From an optimization exercise on the open Yosys and OpenROAD flow, aimed at small area, a short achievable clock period and few clock cycles per item; shortcuts taken in it are not production practice. At most, simulation tests tie the RTL to the original design; equivalence was not proved. Power and IR drop assume default switching activity.

==> flow/design.v <==
module seq_multiplier #(parameter N = 32) (
    input  logic clk, rst_n, start,
    input  logic [N-1:0] a, b,
    output logic [(2*N)-1:0] prod,
    output logic ready
);
    localparam int K  = 2;             
    localparam int ND = N / K;         
    localparam int IW = $clog2(ND);    
    logic [N-1:0]     mcand;           
    logic [N-1:0]     mplier;          
    logic [2*N-1:0]   acc;
    logic [K-1:0]     dig;             
    logic [IW-1:0]    idx;             
    logic             busy;
    logic [IW:0] nda, ndb;
    always_comb begin
        nda = '0;
        ndb = '0;
        for (int i = 0; i < ND; i++) begin
            if (|a[i*K +: K]) nda = (IW+1)'(i + 1);
            if (|b[i*K +: K]) ndb = (IW+1)'(i + 1);
        end
    end
    logic          swap;
    logic [IW:0]   nd;
    logic [N-1:0]  ld_mcand, ld_mplier;
    assign swap      = ndb > nda;
    assign nd        = swap ? nda : ndb;
    assign ld_mcand  = swap ? b : a;
    assign ld_mplier = swap ? a : b;
    logic [K-1:0] ld_dig;
    always_comb begin
        ld_dig = '0;
        for (int i = 0; i < ND; i++)
            if (nd == (IW+1)'(i + 1)) ld_dig = ld_mplier[i*K +: K];
    end
    logic [N+K-1:0]   win;
    logic [N+K:0]     wsum;
    logic [N-K-1:0]   up, up_inc;
    assign win    = mcand * dig;
    assign wsum   = {1'b0, acc[N-1:0], {K{1'b0}}} + {1'b0, win};
    assign up     = acc[2*N-K-1:N];
    assign up_inc = up + 1'b1;
    logic [2*N-1:0] nxt;
    assign nxt = {wsum[N+K] ? up_inc : up, wsum[N+K-1:0]};
    always_ff @(posedge clk or negedge rst_n) begin
        if (!rst_n) begin
            busy  <= 1'b0;
            ready <= 1'b0;
        end else if (start) begin
            busy  <= nd != 0;
            ready <= nd == 0;
        end else if (busy && idx == 0) begin
            busy  <= 1'b0;
            ready <= 1'b1;
        end
    end
    always_ff @(posedge clk) begin
        if (start) begin
            mcand  <= ld_mcand;
            mplier <= ld_mplier;
            acc    <= '0;
            dig    <= ld_dig;
            idx    <= IW'(nd - 1);
        end else if (busy) begin
            acc    <= nxt;
            dig    <= mplier[(idx - 1'b1)*K +: K];
            idx    <= idx - 1'b1;
        end
    end
    assign prod = acc;
endmodule
Settings: LEC_CHECK=0, CAP_MARGIN=20, CORE_MARGIN=2, CORE_UTILIZATION=40, SLEW_MARGIN=20; clock period 4.5 ns.
run.sh (not shown) runs the stock make flow with config.mk's settings and CLKGATE_MAP_FILE= SYNTH_SCRIPT=/design/flow/synth_recipe.tcl, a recipe that flattens the netlist after the stock synthesis.
The first run finished but failed the layout checks on negative setup slack.
Change:
--- a/flow/design.v
+++ b/flow/design.v
@@ -5,5 +5,5 @@
     output logic ready
 );
-    localparam int K  = 2;             
+    localparam int K  = 4;             
     localparam int ND = N / K;         
     localparam int IW = $clog2(ND);    
Outcome:
- The changed run ran to the end with violations: negative setup slack
- die area rises by 14%
- final area went up by 16%
- sequential cell count grows by 1
- power is higher by 91%
- worst hold slack improves by 0.013 ns
- sequential power came out higher by about 7%
- sequential share of layout area drops by 3.2 points
- utilization rises by 0.84 points
No functional check of the RTL was part of any run of this note.

* * *

raven:
Another version of the RTL of seq_multiplier (not shown whole).
For scale: ~110 flip-flops, ~130 I/O pins.
## seq_multiplier
module seq_multiplier #(parameter N = 32) (
    input  logic clk, rst_n, start,
    input  logic [N-1:0] a, b,
    output logic [(2*N)-1:0] prod,
    output logic ready
);
==> module seq_multiplier, before the edit <==
module seq_multiplier #(parameter N = 32) (
    input  logic clk, rst_n, start,
    input  logic [N-1:0] a, b,
    output logic [(2*N)-1:0] prod,
    output logic ready
);
    logic [63:0] r;
    logic [31:0] mcand;
    logic [1:0]  dlt;        
    logic [2:0]  top;        
    logic [2:0]  cnt;        
    logic        busy;
    logic        one0, two0, neg0, one1, two1, neg1;
    function automatic logic [5:0] benc(input logic [3:0] n, input logic l);
        benc = {n[2] ^ n[1],
                (n[3] & ~n[2] & ~n[1]) | (~n[3] & n[2] & n[1]),
                n[3],
                n[0] ^ l,
                (n[1] & ~n[0] & ~l) | (~n[1] & n[0] & l),
                n[1]};
    endfunction
    logic [7:0] fa, fb;      
    logic [7:0] ta, tb;      
    logic [7:0] ha, hb;      
    always_comb begin
        for (int i = 0; i < 8; i++) begin
            fa[i] = |a[4*i +: 4];
            fb[i] = |b[4*i +: 4];
        end
        ta[7] = fa[7];
        tb[7] = fb[7];
        for (int i = 6; i >= 0; i--) begin
            ta[i] = ta[i+1] | fa[i];
            tb[i] = tb[i+1] | fb[i];
        end
        ha = ta & ~{1'b0, ta[7:1]};
        hb = tb & ~{1'b0, tb[7:1]};
    end
    logic        swap;       
    assign swap = |(tb & ~ta);
    logic [31:0] ld_mcand, ld_mpl;
    logic [7:0]  hm1;
    logic [2:0]  tp;
    logic [3:0]  tn;
    logic        tl;
    assign ld_mcand = swap ? b : a;
    assign ld_mpl   = swap ? a : b;
    assign hm1      = swap ? ha : hb;
    always_comb begin
        tp = '0;
        tn = '0;
        tl = 1'b0;
        for (int i = 0; i < 8; i++) begin
            tp = tp | ({3{hm1[i]}} & 3'(i));
            tn = tn | ({4{hm1[i]}} & ld_mpl[4*i +: 4]);
            if (i > 0) tl = tl | (hm1[i] & ld_mpl[4*i - 1]);
        end
    end
    logic [3:0] nn;
    logic       nl;
    always_comb begin
        nn = '0;
        nl = 1'b0;
        for (int i = 1; i < 8; i++)
            if (top == 3'(i)) begin
                nn = r[28 + 4*i +: 4];
                nl = r[27 + 4*i];
            end
        if (cnt == 3'd1) nl = 1'b0;
    end
    logic [3:0] en;
    logic       el;
    assign en = start ? tn : nn;
    assign el = start ? tl : nl;
    logic [33:0] row0, row1;
    always_comb begin
        for (int k = 0; k < 33; k++) begin
            row0[k] = ((one0 & (k < 32 ? mcand[k] : 1'b0)) |
                       (two0 & (k > 0 ? mcand[k-1] : 1'b0))) ^ neg0;
            row1[k] = ((one1 & (k < 32 ? mcand[k] : 1'b0)) |
                       (two1 & (k > 0 ? mcand[k-1] : 1'b0))) ^ neg1;
        end
        row0[33] = neg0;
        row1[33] = neg1;
    end
    logic [37:0] u0, u1, u2, cs_s, cs_c, w;
    assign u0   = {{4{neg0}}, row0};
    assign u1   = {{2{neg1}}, row1, 1'b0, neg0};
    assign u2   = {2'b0, r[31:0], 1'b0, neg1, 2'b0};
    assign cs_s = u0 ^ u1 ^ u2;
    assign cs_c = ((u0 & u1) | (u0 & u2) | (u1 & u2)) << 1;
    logic [37:0] kg [0:6];
    logic [37:0] kp [0:6];
    assign kg[0] = cs_s & cs_c;
    assign kp[0] = cs_s ^ cs_c;
    for (genvar l = 0; l < 6; l++) begin : g_sk
        for (genvar i = 0; i < 38; i++) begin : g_bit
            if ((i >> l) & 1) begin : g_node
                localparam int J = ((i >> l) << l) - 1;
                assign kg[l+1][i] = kg[l][i] | (kp[l][i] & kg[l][J]);
                assign kp[l+1][i] = kp[l][i] & kp[l][J];
            end else begin : g_pass
                assign kg[l+1][i] = kg[l][i];
                assign kp[l+1][i] = kp[l][i];
            end
        end
    end
    assign w = kp[0] ^ {kg[6][36:0], 1'b0};
    logic [27:0] up_sum;
    logic [31:0] hm;
    always_comb begin
        hm = {up_sum, r[35:32]};
        for (int i = 0; i < 8; i++)
            if (top == 3'(i)) hm[4*i +: 4] = 4'b0;
    end
    logic [27:0] up_nxt;
    assign up_nxt = hm[27:0];
    always_ff @(posedge clk or negedge rst_n) begin
        if (!rst_n) begin
            busy  <= 1'b0;
            ready <= 1'b0;
        end else if (start) begin
            busy  <= ta[0] & tb[0];
            ready <= ~(ta[0] & tb[0]);
        end else if (busy && cnt == 0) begin
            busy  <= 1'b0;
            ready <= 1'b1;
        end
    end
    always_ff @(posedge clk) begin
        if (start) begin
            mcand <= ld_mcand;
            r     <= {ld_mpl, ld_mcand & {32{tn[3]}}};
            dlt   <= 2'b00;
            top   <= tp;
        end else if (busy) begin
            r     <= {up_nxt, w[35:0]};
            dlt   <= w[37:36];
        end
    end
    always_ff @(posedge clk) begin
        cnt <= start ? tp : cnt - 1'b1;
        {one1, two1, neg1, one0, two0, neg0} <= benc(en, el);
    end
    logic [27:0] oa [0:5];   
    logic [27:0] oz [0:5];   
    assign oa[0] = {r[62:36], 1'b1};
    assign oz[0] = {~r[62:36], 1'b1};
    for (genvar l = 0; l < 5; l++) begin : g_oz
        for (genvar i = 0; i < 28; i++) begin : g_bit
            if ((i >> l) & 1) begin : g_node
                localparam int J = ((i >> l) << l) - 1;
                assign oa[l+1][i] = oa[l][i] & oa[l][J];
                assign oz[l+1][i] = oz[l][i] & oz[l][J];
            end else begin : g_pass
                assign oa[l+1][i] = oa[l][i];
                assign oz[l+1][i] = oz[l][i];
            end
        end
    end
    assign up_sum = r[63:36] ^ (({28{dlt == 2'b01}} & oa[5]) |
                                ({28{dlt == 2'b11}} & oz[5]));
    assign prod   = {up_sum, r[35:0]};
endmodule
Settings: LEC_CHECK=0, CAP_MARGIN=20, CORE_MARGIN=2, CORE_UTILIZATION=40, SETUP_SLACK_MARGIN=0.25, SLEW_MARGIN=20; clock period 4.5 ns.
standard.sh (not shown) runs the stock make flow with config.mk's settings and CLKGATE_MAP_FILE= SYNTH_SCRIPT=/design/flow/synth_recipe.tcl, a recipe that flattens the netlist after the stock synthesis.
==> flow/flow/run.sh <==
#!/bin/bash
# The standard layout, with the port buffers made of the smallest buffer
# cell instead of the default delay buffer.
set -euo pipefail
export BUFFER_PORTS_ARGS="-buffer_cell sky130_fd_sc_hd__buf_1"
bash standard.sh > standard_flow.log 2>&1
raven: PASS, flow complete, no timing, DRC or antenna violations
Testbench counts of raven, summed over its fixed seeds: cycles 10,280, items 2,400.
For nickel, these inputs were changed with respect to raven:
==> flow/design.v <==
module seq_multiplier #(parameter N = 32) (
    input  logic clk, rst_n, start,
    input  logic [N-1:0] a, b,
    output logic [(2*N)-1:0] prod,
    output logic ready
);
    logic [63:0] r;
    logic [31:0] mcand;
    logic [1:0]  dlt;        
    logic [2:0]  top;        
    logic [2:0]  cnt;        
    logic        busy;
    logic        one0, two0, neg0, one1, two1, neg1;
    function automatic logic [5:0] benc(input logic [3:0] n, input logic l);
        benc = {n[2] ^ n[1],
                (n[3] & ~n[2] & ~n[1]) | (~n[3] & n[2] & n[1]),
                n[3],
                n[0] ^ l,
                (n[1] & ~n[0] & ~l) | (~n[1] & n[0] & l),
                n[1]};
    endfunction
    logic [7:0] fa, fb;      
    logic [7:0] ta, tb;      
    logic [7:0] ha, hb;      
    always_comb begin
        for (int i = 0; i < 8; i++) begin
            fa[i] = |a[4*i +: 4];
            fb[i] = |b[4*i +: 4];
        end
        ta[7] = fa[7];
        tb[7] = fb[7];
        for (int i = 6; i >= 0; i--) begin
            ta[i] = ta[i+1] | fa[i];
            tb[i] = tb[i+1] | fb[i];
        end
        ha = ta & ~{1'b0, ta[7:1]};
        hb = tb & ~{1'b0, tb[7:1]};
    end
    logic [2:0] pa, pb;
    logic [3:0] na, nb;
    logic       la, lb;
    always_comb begin
        pa = '0; pb = '0;
        na = '0; nb = '0;
        la = 1'b0; lb = 1'b0;
        for (int i = 0; i < 8; i++) begin
            pa = pa | ({3{ha[i]}} & 3'(i));
            pb = pb | ({3{hb[i]}} & 3'(i));
            na = na | ({4{ha[i]}} & a[4*i +: 4]);
            nb = nb | ({4{hb[i]}} & b[4*i +: 4]);
            if (i > 0) begin
                la = la | (ha[i] & a[4*i - 1]);
                lb = lb | (hb[i] & b[4*i - 1]);
            end
        end
    end
    logic       swap;        
    assign swap = |(tb & ~ta);
    logic [5:0] enc_a, enc_b;
    assign enc_a = benc(na, la);
    assign enc_b = benc(nb, lb);
    logic [3:0] nn;
    logic       nl;
    always_comb begin
        nn = '0;
        nl = 1'b0;
        for (int i = 1; i < 8; i++)
            if (top == 3'(i)) begin
                nn = r[28 + 4*i +: 4];
                nl = r[27 + 4*i];
            end
        if (cnt == 3'd1) nl = 1'b0;
    end
    logic [33:0] row0, row1;
    always_comb begin
        for (int k = 0; k < 33; k++) begin
            row0[k] = ((one0 & (k < 32 ? mcand[k] : 1'b0)) |
                       (two0 & (k > 0 ? mcand[k-1] : 1'b0))) ^ neg0;
            row1[k] = ((one1 & (k < 32 ? mcand[k] : 1'b0)) |
                       (two1 & (k > 0 ? mcand[k-1] : 1'b0))) ^ neg1;
        end
        row0[33] = neg0;
        row1[33] = neg1;
    end
    logic [37:0] u0, u1, u2, cs_s, cs_c, w;
    assign u0   = {{4{neg0}}, row0};
    assign u1   = {{2{neg1}}, row1, 1'b0, neg0};
    assign u2   = {2'b0, r[31:0], 1'b0, neg1, 2'b0};
    assign cs_s = u0 ^ u1 ^ u2;
    assign cs_c = ((u0 & u1) | (u0 & u2) | (u1 & u2)) << 1;
    logic [37:0] kg [0:6];
    logic [37:0] kp [0:6];
    assign kg[0] = cs_s & cs_c;
    assign kp[0] = cs_s ^ cs_c;
    for (genvar l = 0; l < 6; l++) begin : g_sk
        for (genvar i = 0; i < 38; i++) begin : g_bit
            if ((i >> l) & 1) begin : g_node
                localparam int J = ((i >> l) << l) - 1;
                assign kg[l+1][i] = kg[l][i] | (kp[l][i] & kg[l][J]);
                assign kp[l+1][i] = kp[l][i] & kp[l][J];
            end else begin : g_pass
                assign kg[l+1][i] = kg[l][i];
                assign kp[l+1][i] = kp[l][i];
            end
        end
    end
    assign w = kp[0] ^ {kg[6][36:0], 1'b0};
    logic [27:0] up_sum;
    logic [31:0] hm;
    always_comb begin
        hm = {up_sum, r[35:32]};
        for (int i = 0; i < 8; i++)
            if (top == 3'(i)) hm[4*i +: 4] = 4'b0;
    end
    logic [27:0] up_nxt;
    assign up_nxt = hm[27:0];
    always_ff @(posedge clk or negedge rst_n) begin
        if (!rst_n) begin
            busy  <= 1'b0;
            ready <= 1'b0;
        end else if (start) begin
            busy  <= ta[0] & tb[0];
            ready <= ~(ta[0] & tb[0]);
        end else if (busy && cnt == 0) begin
            busy  <= 1'b0;
            ready <= 1'b1;
        end
    end
    always_ff @(posedge clk) begin
        if (start) begin
            mcand <= swap ? b : a;
            r     <= swap ? {a, b & {32{na[3]}}} : {b, a & {32{nb[3]}}};
            dlt   <= 2'b00;
            top   <= swap ? pa : pb;
            cnt   <= swap ? pa : pb;
            {one1, two1, neg1, one0, two0, neg0} <= swap ? enc_a : enc_b;
        end else if (busy) begin
            r     <= {up_nxt, w[35:0]};
            dlt   <= w[37:36];
            cnt   <= cnt - 1'b1;
            {one1, two1, neg1, one0, two0, neg0} <= benc(nn, nl);
        end
    end
    logic [27:0] oa [0:5];   
    logic [27:0] oz [0:5];   
    assign oa[0] = {r[62:36], 1'b1};
    assign oz[0] = {~r[62:36], 1'b1};
    for (genvar l = 0; l < 5; l++) begin : g_oz
        for (genvar i = 0; i < 28; i++) begin : g_bit
            if ((i >> l) & 1) begin : g_node
                localparam int J = ((i >> l) << l) - 1;
                assign oa[l+1][i] = oa[l][i] & oa[l][J];
                assign oz[l+1][i] = oz[l][i] & oz[l][J];
            end else begin : g_pass
                assign oa[l+1][i] = oa[l][i];
                assign oz[l+1][i] = oz[l][i];
            end
        end
    end
    assign up_sum = r[63:36] ^ (({28{dlt == 2'b01}} & oa[5]) |
                                ({28{dlt == 2'b11}} & oz[5]));
    assign prod   = {up_sum, r[35:0]};
endmodule
Results
nickel vs raven: post-cts gate resize count down in nickel. In nickel the depth of the worst register-to-register path turned out 1 lower than in raven. [compare] base=raven new=nickel: number of placed instances, taps included moved up, highest clock frequency the design can meet moved up, flip-flop and latch power moved down. Looking at end point of the critical path, the r[32] result is from nickel; the prod[63] one comes from raven.
Testbench counts of nickel, summed over its fixed seeds: cycles 10,280, items 2,400.

==> separate check: timing with driven ports <==
How much do the figures lean on ideal ports? The routed layouts below were timed once more, with nothing changed but the port constraints. Step 1 (the two cells are an assumption about what drives the block):
set clk [get_ports {clk}]
set_driving_cell -lib_cell sky130_fd_sc_hd__clkbuf_16 $clk
set_driving_cell -lib_cell sky130_fd_sc_hd__buf_2 [delete_from_list [all_inputs] $clk]
Step 2 adds t to the input delays and takes it off the output delays; t is the mean of the earliest and latest rising clock arrival at the registers after step 1. Input paths then give back, and output paths get back, about the clock's delay inside the block. Three values: no drivers, after step 1, after step 2; two values: the first two.
run | t, ns | setup slack, ns | worst hold slack (ns) | worst register clock-pin slew, ns | cell pins on the clock port's net
the first run of note 1 | 0.461 | -0.055 / -0.031 / -0.491 | 0.474 / 0.474 / 0.474 | 0.06 / 0.06 | 1
the second run of note 1 | 0.481 | -0.442 / -0.442 / -0.442 | 0.486 / 0.486 / 0.486 | 0.07 / 0.07 | 1
raven | 0.414 | 0.244 / 0.198 / 0.038 | 0.298 / 0.292 / 0.514 | 0.09 / 0.09 | 1
nickel | 0.411 | 0.341 / 0.319 / 0.009 | 0.345 / 0.327 / 0.616 | 0.09 / 0.09 | 1
For the first run of note 1, which loses most, drivers alone change the setup slack by +0.024 ns; drivers and shift together by -0.436 ns.
